Source: an optimization exercise on an open RTL-to-GDS flow (aim: small area and a short achievable clock period). Production flows keep margins and buffers that such runs may drop.

// fp_logarithm
module fp_logarithm(in_val, clk, ln_output, rst);
input  [31:0] in_val;
input         clk, rst;
output [31:0] ln_output;
localparam [20:0] K8 = 21'h162E43;    
reg [28:0] cX;     
reg [1:0]  m10;    
wire [22:0] cM = {~cX[27:7], m10};
reg [7:0]  cE;
reg [3:0]  st;
reg [32:0] accr;    
reg [31:0] outr;
reg        a2d;
reg [2:0]  h;
reg        sel4, sel1, s0p, s0x, sel4n, sel1n, s0pn, s0xn, s0q, fsub;
reg        one1, two1, neg1, one2, two2, neg2, holdr;
reg        one1n, two1n, neg1n, one2n, two2n, neg2n;
assign ln_output = outr;
always @(posedge clk) begin
  m10 <= in_val[1:0];
  cE <= in_val[30:23];
  st <= st + 4'd1;
end
wire e127c = (cE == 8'd127);
wire subc  = ~cE[7] & ~(&cE[6:0]);           
wire [6:0] ev = subc ? ~cE[6:0] : (cE[6:0] + 7'd1);
reg  [2:0] msbev;
always @* begin
  casez (ev)
    7'b1??????: msbev = 3'd6;
    7'b01?????: msbev = 3'd5;
    7'b001????: msbev = 3'd4;
    7'b0001???: msbev = 3'd3;
    7'b00001??: msbev = 3'd2;
    7'b000001?: msbev = 3'd1;
    default:    msbev = 3'd0;
  endcase
end
wire [6:0] evn   = ev << (3'd6 - msbev);
wire       ovfc  = (evn >= 7'd93);
reg e127, e255, sub, ovf;
reg [2:0] delta;
always @(posedge clk) begin
  e127  <= e127c;
  e255  <= (cE == 8'd255);
  sub   <= subc;
  ovf   <= ovfc;
  delta <= msbev + {2'b0, ovfc};
end
wire [3:0]  ns   = st + 4'd1;
wire ldPA = (ns == 4'd11);
wire ldPB = (ns == 4'd12);
always @(posedge clk) begin
  if (ldPA)      cX <= ovf ? {8'b0, K8} : {7'b0, K8, 1'b0};
  else if (ldPB) cX <= ovf ? {4'b0, K8, 4'b0} : {3'b0, K8, 5'b0};
  else           cX <= {1'b1, ~in_val[22:2], 7'b0};
end
wire [24:0] mext = {1'b0, cM, 1'b0};
wire [8:0]  eext = {1'b0, evn, 1'b0};
reg  [4:0]  win;
reg         hnext;
always @* begin
  win = 5'd0;
  hnext = 1'b0;
  case (ns)
    4'd0: win = mext[4:0];
    4'd1: begin win = mext[8:4];   hnext = e127 & (cM[22:3]  == 20'd0); end
  ...
For scale: roughly 1,500 cells after synthesis, ~150 flip-flops, roughly 66 I/O pins, ~11,000 sq um of cells after synthesis.
==> flow/config.mk <==
export PLATFORM = sky130hd
export DESIGN_NAME = fp_logarithm
export DESIGN_NICKNAME = fp_logarithm
export VERILOG_FILES = /design/flow/design.v
export SDC_FILE = /design/flow/constraint.sdc
export NUM_CORES = 4
export LEC_CHECK = 0
export ABC_AREA = 1
export CAP_MARGIN = 20
export CORE_MARGIN = 2
export CORE_UTILIZATION = 65
export SLEW_MARGIN = 20
==> flow/constraint.sdc <==
create_clock -name core_clock -period 16.0 [get_ports {clk}]
set_input_delay 3.2000 -clock core_clock [delete_from_list [all_inputs] [get_ports {clk}]]
set_output_delay 3.2000 -clock core_clock [all_outputs]
set_load 0.01 [all_outputs]
standard.sh (not shown) runs the stock make flow with config.mk's settings and CLKGATE_MAP_FILE= SYNTH_SCRIPT=/design/flow/synth_recipe.tcl, a recipe that flattens the netlist after the stock synthesis.
==> flow/flow/run.sh <==
#!/bin/bash
set -e
ls -la > files.log 2>&1
cp standard.sh standard_sh.copy.log 2>/dev/null || true
export BUFFER_PORTS_ARGS="-buffer_cell sky130_fd_sc_hd__buf_2"
bash standard.sh > standard.log 2>&1
Edit:
--- a/flow/design.v
+++ b/flow/design.v
@@ -9,15 +9,15 @@
 wire [22:0] cM = {~cX[27:7], m10};
 reg [7:0]  cE;
 reg [3:0]  st;
 reg [32:0] accr;    
 reg [31:0] outr;
 reg        a2d;
 reg [2:0]  h;
-reg        sel4, sel1, s0p, s0x, sel4n, sel1n, s0pn, s0xn, s0q, fsub;
+reg        sel4, sel1, sel0, sel4n, sel1n, sel0n, xsub, lowf;
 reg        one1, two1, neg1, one2, two2, neg2, holdr;
 reg        one1n, two1n, neg1n, one2n, two2n, neg2n;
 assign ln_output = outr;
 always @(posedge clk) begin
   m10 <= in_val[1:0];
   cE <= in_val[30:23];
   st <= st + 4'd1;
@@ -117,19 +117,17 @@
 wire a2 = (one2 | two2) & (neg2 ^ c1);
 wire [32:0] ex_a1 = isQ ? ({32'd0, a1} << 7) : (isPB ? ({32'd0, a1} << 4) : {32'd0, a1});
 wire [32:0] ex_a2 = isPB ? ({32'd0, a2d} << 2) : ({32'd0, a2d} << 5);
 wire [32:0] r2s = {r2[30:0], 2'b00} | ex_a1 | ex_a2;
 wire mask = isPA & ~e127;
 wire [29:0] s4v = {{15{~sel4n}}, {15{sel4}}};
 wire [29:0] s1v = {{15{~sel1n}}, {15{sel1}}};
-wire [25:0] s0pv = {{11{~s0pn}}, {15{s0p}}};
-wire [25:0] s0xv = {{11{~s0xn}}, {15{s0x}}};
-wire [29:0] acc_sh = (s4v & {accr[32], accr[32:4]}) | (s1v & accr[30:1]);
-wire [29:0] acc_in = {acc_sh[29:4] | (s0pv & accr[29:4]) | (s0xv & ~accr[29:4]),
-                      acc_sh[3:0]  | ({4{s0q}} & accr[3:0]) | {4{fsub}}};
+wire [29:0] s0v = {{15{~sel0n}}, {15{sel0}}};
+wire [29:0] acc = (s4v & {accr[32], accr[32:4]}) | (s1v & accr[30:1]) | (s0v & accr[29:0]);
+wire [29:0] acc_in = {acc[29:4] ^ {26{xsub}}, lowf ? {4{sub}} : acc[3:0]};
 wire cin = mask & sub;
 wire [32:0] opa = {{3{acc_in[29]}}, acc_in};
 wire [32:0] csa_s = opa ^ r1 ^ r2s;
 wire [32:0] csa_c = {(opa[31:0] & r1[31:0]) | (opa[31:0] & r2s[31:0]) | (r1[31:0] & r2s[31:0]), cin};
 wire [32:0] sum = csa_s + csa_c;
 reg [1:0] shn, shr;
 reg e127al;
@@ -144,33 +142,31 @@
     default: shn = 2'd0;
   endcase
 end
 always @(posedge clk) begin
   shr    <= shn;
   e127al <= e127 & (ns >= 4'd7) & (ns <= 4'd10);
 end
-wire ge24 = sel1 ? |accr[30:25] : |accr[29:24];
+wire ge24 = |acc[29:24];
 wire [1:0] shs = e127al ? {1'b0, ge24} : shr;
 always @(posedge clk) begin
   accr <= sum;
   sel4 <= (shs == 2'd2) & (ns != 4'd0);
   sel1 <= (shs == 2'd1) & (ns != 4'd0);
-  s0p  <= (shs == 2'd0) & (ns != 4'd0) & ~((ns == 4'd11) & ~e127 & sub);
-  s0x  <= (ns == 4'd11) & ~e127 & sub;
-  s0q  <= (shs == 2'd0) & (ns != 4'd0) & ~((ns == 4'd11) & ~e127);
-  fsub <= (ns == 4'd11) & ~e127 & sub;
+  sel0 <= (shs == 2'd0) & (ns != 4'd0);
   sel4n <= ~((shs == 2'd2) & (ns != 4'd0));
   sel1n <= ~((shs == 2'd1) & (ns != 4'd0));
-  s0pn <= ~((shs == 2'd0) & (ns != 4'd0) & ~((ns == 4'd11) & ~e127 & sub));
-  s0xn <= ~((ns == 4'd11) & ~e127 & sub);
+  sel0n <= ~((shs == 2'd0) & (ns != 4'd0));
+  xsub <= (ns == 4'd11) & ~e127 & sub;
+  lowf <= (ns == 4'd11) & ~e127;
   a2d <= ((isQ & ~holdr) | isPA) ? a2 : 1'b0;
   if (isS0) h <= 3'd0;
   else if (e127al & ge24) h <= h + 3'd1;
 end
-wire [24:0] xv = e127 ? accr[24:0] : accr[28:4];
+wire [24:0] xv = acc[24:0];
 reg  [22:0] field;
 reg  [1:0]  pofs;  
 always @* begin
   if (xv[24])      begin field = xv[23:1];                  pofs = 2'd3; end
   else if (xv[23]) begin field = {xv[22:1], 1'b0};          pofs = 2'd2; end
   else if (xv[22]) begin field = {xv[21:1], 2'b00};         pofs = 2'd1; end
   else             begin field = {xv[20:1], 3'b000};        pofs = 2'd0; end
Non-clock buffer count goes up by 1.
Cell area hardly moves.
Worst setup slack improved by 44 ps.
Global-route usage fell by 1.0 points.
Register-to-register slack improves by 40 ps.
Die area went down by about 0.6%.
No run of this note included a check of the RTL's function; only the layout flow was run.

## re-timing with driven ports
The results above use ideal ports. As a check the final layouts listed here were re-extracted and re-timed, cells and wires unchanged.
Step 1: set_driving_cell puts a clkbuf_16 on clk and a buf_2 on each other input, an assumption about the parent block.
Step 2 adds t to the input delays and takes it off the output delays; t is the mean of the earliest and latest rising clock arrival at the registers after step 1. Input paths then give back, and output paths get back, about the clock's delay inside the block.
Three values: no drivers, after step 1, after step 2; two values: the first two.
run | shift t [ns] | slack for setup (ns) | worst setup path at the end
the first run | 0.472 | 11.498 / 11.498 / 11.498 | register to register
the second run | 0.467 | 11.542 / 11.542 / 11.542 | register to register
After both steps setup and hold are still met in every run listed.
